Context: an optimization exercise on an open-source flow, tuned for small area, a short achievable clock period and few clock cycles. The choices shown serve that exercise and are no tape-out recipe.
RTL that was checked went through simulation tests only; none was proved equivalent to the original.
Power and IR drop assume default switching activity.

==> flow/design.v <==
module cpu(
           input        clk,
           input        reset,
           input        prog_we,     
           input  [3:0] prog_addr,   
           input  [7:0] prog_data,   
           output [7:0] out,
           output       out_valid,   
           output       halt_o);     
   reg [127:0] mem;
   reg [7:0]  ir;       
   reg [3:0]  pc;       
   reg [7:0]  opr;      
   reg        e_ld;     
   reg        e_ar;     
   reg        e_sub;
   reg        e_out;
   reg        wq_en;
   reg [3:0]  wq_addr;
   reg [7:0]  wq_data;
   reg [7:0]  a;
   reg        c, z;
   reg [7:0]  oreg;
   reg        ovalid;
   reg        halted;
   wire [7:0] ax = a ^ {8{e_sub}};
   wire [7:0] g = ax & opr;
   wire [7:0] p = ax | opr;
   wire [8:0] cy;
   genvar ci, cj;
   generate
      for (ci = 0; ci <= 8; ci = ci + 1) begin : cla
         if (ci == 0) begin : c0
            assign cy[0] = 1'b0;
         end else begin : cn
            wire [ci-1:0] t;
            for (cj = 0; cj < ci; cj = cj + 1) begin : term
               if (cj == ci - 1) begin : last
                  assign t[cj] = g[cj];
               end else begin : mid
                  assign t[cj] = g[cj] & (&p[ci-1:cj+1]);
               end
            end
            assign cy[ci] = |t;
         end
      end
   endgenerate
   wire [8:0] sx = {cy[8], ax ^ opr ^ cy[7:0]};
   wire [7:0] res = sx[7:0] ^ {8{e_sub}};
   wire       c_new = sx[8];
   wire [7:0] kin = {a[6:0] | opr[6:0], 1'b0};
   wire       z_new = e_sub ? (a == opr) : &(~(a ^ opr ^ kin));
   wire       c_f = e_ar ? c_new : c;
   wire       z_f = e_ar ? z_new : z;
   function [7:0] ram_rd(input [127:0] m, input [3:0] ad);
      integer k;
      begin
         ram_rd = 8'd0;
         for (k = 0; k < 16; k = k + 1)
           ram_rd = ram_rd | (m[k*8 +: 8] & {8{ad == k}});
      end
   endfunction
   wire [3:0] op = ir[7:4];
   wire [3:0] n  = ir[3:0];
   wire d_lda = (op == 4'h1);
   wire d_add = (op == 4'h2);
   wire d_sub = (op == 4'h3);
   wire d_sta = (op == 4'h4);
   wire d_ldi = (op == 4'h5);
   wire d_jmp = (op == 4'h6);
   wire d_jc  = (op == 4'h7);
   wire d_jz  = (op == 4'h8);
   wire d_out = (op == 4'he);
   wire d_hlt = (op == 4'hf);
   wire hold  = d_hlt | (op >= 4'h9 && op <= 4'hd);
   wire uses_n = d_lda | d_add | d_sub | d_jmp | d_jc | d_jz;
   wire hz_n   = wq_en & (wq_addr == n) & uses_n;
   wire hz_p   = wq_en & (wq_addr == pc);
   wire st_p   = d_sta & (n == pc);
   wire [7:0] rd_n = ram_rd(mem, n);
   wire [7:0] rd_p = ram_rd(mem, pc);
   wire taken = d_jmp | (d_jc & c_f) | (d_jz & z_f);
   wire [3:0] n_inc  = {n[3] ^ (&n[2:0]), n[2] ^ (&n[1:0]), n[1] ^ n[0], ~n[0]};
   wire [3:0] pc_inc = {pc[3] ^ (&pc[2:0]), pc[2] ^ (&pc[1:0]), pc[1] ^ pc[0], ~pc[0]};
   wire       jump   = taken & ~reset & ~hz_n;
   wire [7:0] ir_seq = reset ? 8'h00 : (hold | hz_n) ? ir : (st_p | hz_p) ? 8'h00 : rd_p;
   wire [3:0] pc_seq = reset ? 4'd0 : (hold | hz_n | st_p | hz_p) ? pc : pc_inc;
   always @(posedge clk) begin
      ir <= jump ? rd_n : ir_seq;
      pc <= jump ? n_inc : pc_seq;
   end
   always @(posedge clk) begin
      if (reset || hz_n) begin
         e_ld  <= 1'b0;
         e_ar  <= 1'b0;
         e_sub <= 1'b0;
         e_out <= 1'b0;
      end else begin
         e_ld  <= d_lda | d_ldi;
         e_ar  <= d_add | d_sub;
         e_sub <= d_sub;
         e_out <= d_out;
      end
      opr <= d_ldi ? {4'b0, n} : rd_n;
   end
   wire [7:0] a_next = e_ld ? opr : e_ar ? res : a;
   always @(posedge clk) begin
      if (reset) begin
         a <= 8'd0;
         c <= 1'b0;
         z <= 1'b0;
         oreg <= 8'd0;
         ovalid <= 1'b0;
         halted <= 1'b0;
      end else begin
         a <= a_next;
         if (e_ar) begin
            c <= c_new;
            z <= z_new;
         end
         if (e_out)
           oreg <= a;
         ovalid <= e_out;
         if (d_hlt)
           halted <= 1'b1;
      end
   end
   always @(posedge clk) begin
      wq_en   <= reset ? prog_we   : d_sta;
      wq_addr <= reset ? prog_addr : n;
      wq_data <= reset ? prog_data : a_next;
   end
   genvar i;
   generate
      for (i = 0; i < 16; i = i + 1) begin : ram
         always @(posedge clk)
           if (wq_en && wq_addr == i)
             mem[i*8 +: 8] <= wq_data;
      end
   endgenerate
   assign out = oreg;
   assign out_valid = ovalid;
   assign halt_o = halted;
endmodule
clock: 4.5 ns
lec_check: 0
cap_margin: 20
core_margin: 2
core_utilization: 40
cts_buf_list: sky130_fd_sc_hd__clkbuf_4 sky130_fd_sc_hd__clkbuf_8
setup_slack_margin: 2.0
slew_margin: 20
tns_end_percent: 5
run.sh (not shown) runs the stock make flow with config.mk's settings and CLKGATE_MAP_FILE= SYNTH_SCRIPT=/design/flow/synth_recipe.tcl, a recipe that flattens the netlist after the stock synthesis.
Rerun with:
--- a/flow/design.v
+++ b/flow/design.v
@@ -11,16 +11,14 @@
    reg [7:0]  ir;       
    reg [3:0]  pc;       
    reg [7:0]  opr;      
    reg        e_ld;     
    reg        e_ar;     
    reg        e_sub;
+   reg        e_sta;    
    reg        e_out;
-   reg        wq_en;
-   reg [3:0]  wq_addr;
-   reg [7:0]  wq_data;
    reg [7:0]  a;
    reg        c, z;
    reg [7:0]  oreg;
    reg        ovalid;
    reg        halted;
    wire [7:0] ax = a ^ {8{e_sub}};
@@ -71,14 +69,14 @@
    wire d_jc  = (op == 4'h7);
    wire d_jz  = (op == 4'h8);
    wire d_out = (op == 4'he);
    wire d_hlt = (op == 4'hf);
    wire hold  = d_hlt | (op >= 4'h9 && op <= 4'hd);
    wire uses_n = d_lda | d_add | d_sub | d_jmp | d_jc | d_jz;
-   wire hz_n   = wq_en & (wq_addr == n) & uses_n;
-   wire hz_p   = wq_en & (wq_addr == pc);
+   wire hz_n   = e_sta & (opr[3:0] == n) & uses_n;
+   wire hz_p   = e_sta & (opr[3:0] == pc);
    wire st_p   = d_sta & (n == pc);
    wire [7:0] rd_n = ram_rd(mem, n);
    wire [7:0] rd_p = ram_rd(mem, pc);
    wire taken = d_jmp | (d_jc & c_f) | (d_jz & z_f);
    wire [3:0] n_inc  = {n[3] ^ (&n[2:0]), n[2] ^ (&n[1:0]), n[1] ^ n[0], ~n[0]};
    wire [3:0] pc_inc = {pc[3] ^ (&pc[2:0]), pc[2] ^ (&pc[1:0]), pc[1] ^ pc[0], ~pc[0]};
@@ -91,54 +89,56 @@
    end
    always @(posedge clk) begin
       if (reset || hz_n) begin
          e_ld  <= 1'b0;
          e_ar  <= 1'b0;
          e_sub <= 1'b0;
+         e_sta <= 1'b0;
          e_out <= 1'b0;
       end else begin
          e_ld  <= d_lda | d_ldi;
          e_ar  <= d_add | d_sub;
          e_sub <= d_sub;
+         e_sta <= d_sta;
          e_out <= d_out;
       end
-      opr <= d_ldi ? {4'b0, n} : rd_n;
+      opr <= (d_ldi | d_sta) ? {4'b0, n} : rd_n;
    end
-   wire [7:0] a_next = e_ld ? opr : e_ar ? res : a;
    always @(posedge clk) begin
       if (reset) begin
          a <= 8'd0;
          c <= 1'b0;
          z <= 1'b0;
          oreg <= 8'd0;
          ovalid <= 1'b0;
          halted <= 1'b0;
       end else begin
-         a <= a_next;
+         if (e_ld)
+           a <= opr;
+         else if (e_ar)
+           a <= res;
          if (e_ar) begin
             c <= c_new;
             z <= z_new;
          end
          if (e_out)
            oreg <= a;
          ovalid <= e_out;
          if (d_hlt)
            halted <= 1'b1;
       end
    end
-   always @(posedge clk) begin
-      wq_en   <= reset ? prog_we   : d_sta;
-      wq_addr <= reset ? prog_addr : n;
-      wq_data <= reset ? prog_data : a_next;
-   end
+   wire       we    = reset ? prog_we : e_sta;
+   wire [3:0] waddr = reset ? prog_addr : opr[3:0];
+   wire [7:0] wdata = reset ? prog_data : a;
    genvar i;
    generate
       for (i = 0; i < 16; i = i + 1) begin : ram
          always @(posedge clk)
-           if (wq_en && wq_addr == i)
-             mem[i*8 +: 8] <= wq_data;
+           if (we && waddr == i)
+             mem[i*8 +: 8] <= wdata;
       end
    endgenerate
    assign out = oreg;
    assign out_valid = ovalid;
    assign halt_o = halted;
 endmodule
Synthesized area falls by 2.8%.
Non-clock buffer count falls by 2.
Sequential share of layout area falls by 0.45 points.
Maximum frequency rises by 4.6%.
Final area falls by 4.1%.
Power falls by 4.0%.
Count of clock-buffer cells in the layout is unchanged.
Utilization falls by 0.38 points.
First-iteration DRC count rises by 34%.
Die area falls by 2.8%.
Worst setup slack improves by 120 ps.
Hold slack degrades by 5.8 ps.
Critical path depth falls by 3.
Testbench counts after the change, summed over its fixed seeds: cycles 34,429.
For the first run of this note, only the layout was checked, not whether the RTL still works.

---

== pine ==
cpu, a different RTL version from the one above (not shown whole).
Size: ~600 cells after synthesis, roughly 170 flip-flops, ~25 I/O pins.
==> module cpu, before the edit <==
module cpu(
           input        clk,
           input        reset,
           input        prog_we,     
           input  [3:0] prog_addr,   
           input  [7:0] prog_data,   
           output [7:0] out,
           output       out_valid,   
           output       halt_o);     
   reg [127:0] mem;
   reg [7:0]  ir;       
   reg [3:0]  pc;       
   reg [7:0]  opr;      
   reg        e_ld;     
   reg        e_ar;     
   reg        e_sub;
   reg        e_sta;    
   reg        e_out;
   reg [7:0]  a;
   reg        c, z;
   reg [7:0]  oreg;
   reg        ovalid;
   reg        halted;
   wire [7:0] g = a & opr;
   wire [7:0] p = a | opr;
   wire [8:0] cy;
   genvar ci, cj;
   generate
      for (ci = 0; ci <= 8; ci = ci + 1) begin : cla
         if (ci == 0) begin : c0
            assign cy[0] = e_sub;
         end else begin : cn
            wire [ci:0] t;
            for (cj = 0; cj < ci; cj = cj + 1) begin : term
               if (cj == ci - 1) begin : last
                  assign t[cj] = g[cj];
               end else begin : mid
                  assign t[cj] = g[cj] & (&p[ci-1:cj+1]);
               end
            end
            assign t[ci] = e_sub & (&p[ci-1:0]);
            assign cy[ci] = |t;
         end
      end
   endgenerate
   wire [7:0] res = a ^ opr ^ cy[7:0];
   wire       c_new = cy[8] ^ e_sub;
   wire [7:0] kin = {a[6:0] | opr[6:0], e_sub};
   wire       z_new = &(~(a ^ opr ^ kin));
   wire       c_f = e_ar ? c_new : c;
   wire       z_f = e_ar ? z_new : z;
   wire [3:0] op = ir[7:4];
   wire [3:0] n  = ir[3:0];
   wire d_lda = (op == 4'h1);
   wire d_add = (op == 4'h2);
   wire d_sub = (op == 4'h3);
   wire d_sta = (op == 4'h4);
   wire d_ldi = (op == 4'h5);
   wire d_jmp = (op == 4'h6);
   wire d_jc  = (op == 4'h7);
   wire d_jz  = (op == 4'h8);
   wire d_out = (op == 4'he);
   wire d_hlt = (op == 4'hf);
   wire hold  = d_hlt | (op >= 4'h9 && op <= 4'hd);
   wire uses_n = d_lda | d_add | d_sub | d_jmp | d_jc | d_jz;
   wire hz_n   = e_sta & (opr[3:0] == n) & uses_n;
   wire hz_p   = e_sta & (opr[3:0] == pc);
   wire st_p   = d_sta & (n == pc);
   wire [7:0] rd_n = mem[n*8 +: 8];
   wire [7:0] rd_p = mem[pc*8 +: 8];
   wire taken = d_jmp | (d_jc & c_f) | (d_jz & z_f);
   wire [3:0] n_inc  = {n[3] ^ (&n[2:0]), n[2] ^ (&n[1:0]), n[1] ^ n[0], ~n[0]};
   wire [3:0] pc_inc = {pc[3] ^ (&pc[2:0]), pc[2] ^ (&pc[1:0]), pc[1] ^ pc[0], ~pc[0]};
   wire       jump   = taken & ~reset & ~hz_n;
   wire [7:0] ir_seq = reset ? 8'h00 : (hold | hz_n) ? ir : (st_p | hz_p) ? 8'h00 : rd_p;
   wire [3:0] pc_seq = reset ? 4'd0 : (hold | hz_n | st_p | hz_p) ? pc : pc_inc;
   always @(posedge clk) begin
      ir <= jump ? rd_n : ir_seq;
      pc <= jump ? n_inc : pc_seq;
   end
   always @(posedge clk) begin
      if (reset || hz_n) begin
         e_ld  <= 1'b0;
         e_ar  <= 1'b0;
         e_sub <= 1'b0;
         e_sta <= 1'b0;
         e_out <= 1'b0;
      end else begin
         e_ld  <= d_lda | d_ldi;
         e_ar  <= d_add | d_sub;
         e_sub <= d_sub;
         e_sta <= d_sta;
         e_out <= d_out;
      end
      opr <= (d_ldi | d_sta) ? {4'b0, n} : (d_sub ? ~rd_n : rd_n);
   end
   always @(posedge clk) begin
      if (reset) begin
         a <= 8'd0;
         c <= 1'b0;
         z <= 1'b0;
         oreg <= 8'd0;
         ovalid <= 1'b0;
         halted <= 1'b0;
      end else begin
         if (e_ld)
           a <= opr;
         else if (e_ar)
           a <= res;
         if (e_ar) begin
            c <= c_new;
            z <= z_new;
         end
         if (e_out)
           oreg <= a;
         ovalid <= e_out;
         if (d_hlt)
           halted <= 1'b1;
      end
   end
   wire       we    = reset ? prog_we : e_sta;
   wire [3:0] waddr = reset ? prog_addr : opr[3:0];
   wire [7:0] wdata = reset ? prog_data : a;
   genvar i;
   generate
      for (i = 0; i < 16; i = i + 1) begin : ram
         always @(posedge clk)
           if (we && waddr == i)
             mem[i*8 +: 8] <= wdata;
      end
   endgenerate
   assign out = oreg;
   assign out_valid = ovalid;
   assign halt_o = halted;
endmodule
Settings: LEC_CHECK=0, CAP_MARGIN=20, CORE_MARGIN=2, CORE_UTILIZATION=40, CTS_BUF_LIST=sky130_fd_sc_hd__clkbuf_4 sky130_fd_sc_hd__clkbuf_8, SETUP_SLACK_MARGIN=2.2, SLEW_MARGIN=20, TNS_END_PERCENT=5; clock period 4.5 ns.
standard.sh (not shown) runs the stock make flow with config.mk's settings and CLKGATE_MAP_FILE= SYNTH_SCRIPT=/design/flow/synth_recipe.tcl, a recipe that flattens the netlist after the stock synthesis.
==> flow/flow/run.sh <==
#!/bin/bash
# Standard layout (standard synthesis unchanged), with two ORFS settings changed:
# - port buffers are sky130_fd_sc_hd__buf_2 instead of the default choice
#   (a slow delay cell), every port still gets its buffer;
# - the resizer may change a gate's size to one with another footprint.
set -euo pipefail
bash standard.sh MATCH_CELL_FOOTPRINT=0 "BUFFER_PORTS_ARGS=-buffer_cell sky130_fd_sc_hd__buf_2" finish > make_finish.log 2>&1
pine completed; timing, DRC and antenna clean
Changes in cedar relative to pine:
diff --git a/flow/design.v b/flow/design.v
--- a/flow/design.v
+++ b/flow/design.v
@@ -22,6 +22,7 @@
    reg        ovalid;
    reg        halted;
-   wire [7:0] g = a & opr;
-   wire [7:0] p = a | opr;
+   wire [7:0] ax = a ^ {8{e_sub}};
+   wire [7:0] g = ax & opr;
+   wire [7:0] p = ax | opr;
    wire [8:0] cy;
    genvar ci, cj;
@@ -29,7 +30,7 @@
       for (ci = 0; ci <= 8; ci = ci + 1) begin : cla
          if (ci == 0) begin : c0
-            assign cy[0] = e_sub;
+            assign cy[0] = 1'b0;
          end else begin : cn
-            wire [ci:0] t;
+            wire [ci-1:0] t;
             for (cj = 0; cj < ci; cj = cj + 1) begin : term
                if (cj == ci - 1) begin : last
@@ -39,15 +40,23 @@
                end
             end
-            assign t[ci] = e_sub & (&p[ci-1:0]);
             assign cy[ci] = |t;
          end
       end
    endgenerate
-   wire [7:0] res = a ^ opr ^ cy[7:0];
-   wire       c_new = cy[8] ^ e_sub;
-   wire [7:0] kin = {a[6:0] | opr[6:0], e_sub};
-   wire       z_new = &(~(a ^ opr ^ kin));
+   wire [8:0] sx = {cy[8], ax ^ opr ^ cy[7:0]};
+   wire [7:0] res = sx[7:0] ^ {8{e_sub}};
+   wire       c_new = sx[8];
+   wire [7:0] kin = {a[6:0] | opr[6:0], 1'b0};
+   wire       z_new = e_sub ? (a == opr) : &(~(a ^ opr ^ kin));
    wire       c_f = e_ar ? c_new : c;
    wire       z_f = e_ar ? z_new : z;
+   function [7:0] ram_rd(input [127:0] m, input [3:0] ad);
+      integer k;
+      begin
+         ram_rd = 8'd0;
+         for (k = 0; k < 16; k = k + 1)
+           ram_rd = ram_rd | (m[k*8 +: 8] & {8{ad == k}});
+      end
+   endfunction
    wire [3:0] op = ir[7:4];
    wire [3:0] n  = ir[3:0];
@@ -63,22 +72,28 @@
    wire d_hlt = (op == 4'hf);
    wire hold  = d_hlt | (op >= 4'h9 && op <= 4'hd);
-   wire uses_n = d_lda | d_add | d_sub | d_jmp | d_jc | d_jz;
-   wire hz_n   = e_sta & (opr[3:0] == n) & uses_n;
-   wire hz_p   = e_sta & (opr[3:0] == pc);
-   wire st_p   = d_sta & (n == pc);
-   wire [7:0] rd_n = mem[n*8 +: 8];
-   wire [7:0] rd_p = mem[pc*8 +: 8];
+   wire [7:0] rd_n = (e_sta && opr[3:0] == n) ? a : ram_rd(mem, n);
+   wire [7:0] rd_p = (e_sta && opr[3:0] == pc) ? a : ram_rd(mem, pc);
    wire taken = d_jmp | (d_jc & c_f) | (d_jz & z_f);
    wire [3:0] n_inc  = {n[3] ^ (&n[2:0]), n[2] ^ (&n[1:0]), n[1] ^ n[0], ~n[0]};
    wire [3:0] pc_inc = {pc[3] ^ (&pc[2:0]), pc[2] ^ (&pc[1:0]), pc[1] ^ pc[0], ~pc[0]};
-   wire       jump   = taken & ~reset & ~hz_n;
-   wire [7:0] ir_seq = reset ? 8'h00 : (hold | hz_n) ? ir : (st_p | hz_p) ? 8'h00 : rd_p;
-   wire [3:0] pc_seq = reset ? 4'd0 : (hold | hz_n | st_p | hz_p) ? pc : pc_inc;
+   wire stall = d_sta && (n == pc);
    always @(posedge clk) begin
-      ir <= jump ? rd_n : ir_seq;
-      pc <= jump ? n_inc : pc_seq;
+      if (reset) begin
+         ir <= 8'h00;
+         pc <= 4'd0;
+      end else if (!hold) begin
+         if (stall) begin
+            ir <= 8'h00;
+         end else if (taken) begin
+            ir <= rd_n;
+            pc <= n_inc;
+         end else begin
+            ir <= rd_p;
+            pc <= pc_inc;
+         end
+      end
    end
    always @(posedge clk) begin
-      if (reset || hz_n) begin
+      if (reset) begin
          e_ld  <= 1'b0;
          e_ar  <= 1'b0;
@@ -93,5 +108,5 @@
          e_out <= d_out;
       end
-      opr <= (d_ldi | d_sta) ? {4'b0, n} : (d_sub ? ~rd_n : rd_n);
+      opr <= (d_ldi | d_sta) ? {4'b0, n} : rd_n;
    end
    always @(posedge clk) begin
==> comparison <==
- The final layout from cedar, which completed every stage, passed the timing, design-rule and antenna checks at the end of the flow.
- cedar vs. pine: cell count went up by about 24%.
- Re combined global-route utilization of all metal layers: pine was lower than cedar.
- cedar has wire length of the first global-routing pass above what pine had.
- Total placed instance area came out higher on cedar than on pine.
- Re final RePlAce weighted congestion: cedar is 9.7% up on pine.
- In cedar, the routed wire length came out about 30% above the value in pine.
- Status: worst-skew pair later-pin latency parity (pine, cedar)
- cedar against pine: sequential fraction of design power now larger; setup slack increased 0.058 ns.
- On height of the chip: cedar sits above pine.
- In the final reports, the cell area of cedar is larger than that of pine.
- What cedar reported for average wire per cell in the routed design has to be multiplied by 0.942 to get the figure for pine.
Testbench counts of cedar, summed over its fixed seeds: cycles 34,401.
Only the layout flow was run in pine; the RTL was not checked for function there.

==> re-timing with driven ports <==
The flow's constraints put no driver on any port. The routed layouts listed below were extracted and timed again, unchanged, in two steps.
Step 1 (the two cells are an assumption about what drives the block):
set clk [get_ports {clk}]
set_driving_cell -lib_cell sky130_fd_sc_hd__clkbuf_16 $clk
set_driving_cell -lib_cell sky130_fd_sc_hd__buf_2 [delete_from_list [all_inputs] $clk]
Step 2 also shifts input and output timing later by t, the mid clock arrival at the registers, as if the neighbouring blocks saw the same clock.
Slacks: ideal / step 1 / step 2; pairs: ideal / step 1.
run | shift t [ns] | setup slack, ns | hold slack, ns | slew at the worst register clock pin (ns)
the first run of note 1 | 0.525 | 1.774 / 1.774 / 1.559 | 0.495 / 0.495 / 0.495 | 0.12 / 0.12
the second run of note 1 | 0.520 | 1.895 / 1.914 / 1.394 | 0.489 / 0.489 / 0.489 | 0.12 / 0.12
pine | 0.518 | 1.970 / 1.970 / 1.539 | 0.481 / 0.481 / 0.481 | 0.11 / 0.11
cedar | 0.530 | 2.028 / 2.028 / 1.609 | 0.484 / 0.484 / 0.484 | 0.12 / 0.12
After both steps every run listed still meets setup and hold. For the second run of note 1, which loses most, drivers alone change the setup slack by +0.019 ns; drivers and shift together by -0.501 ns.
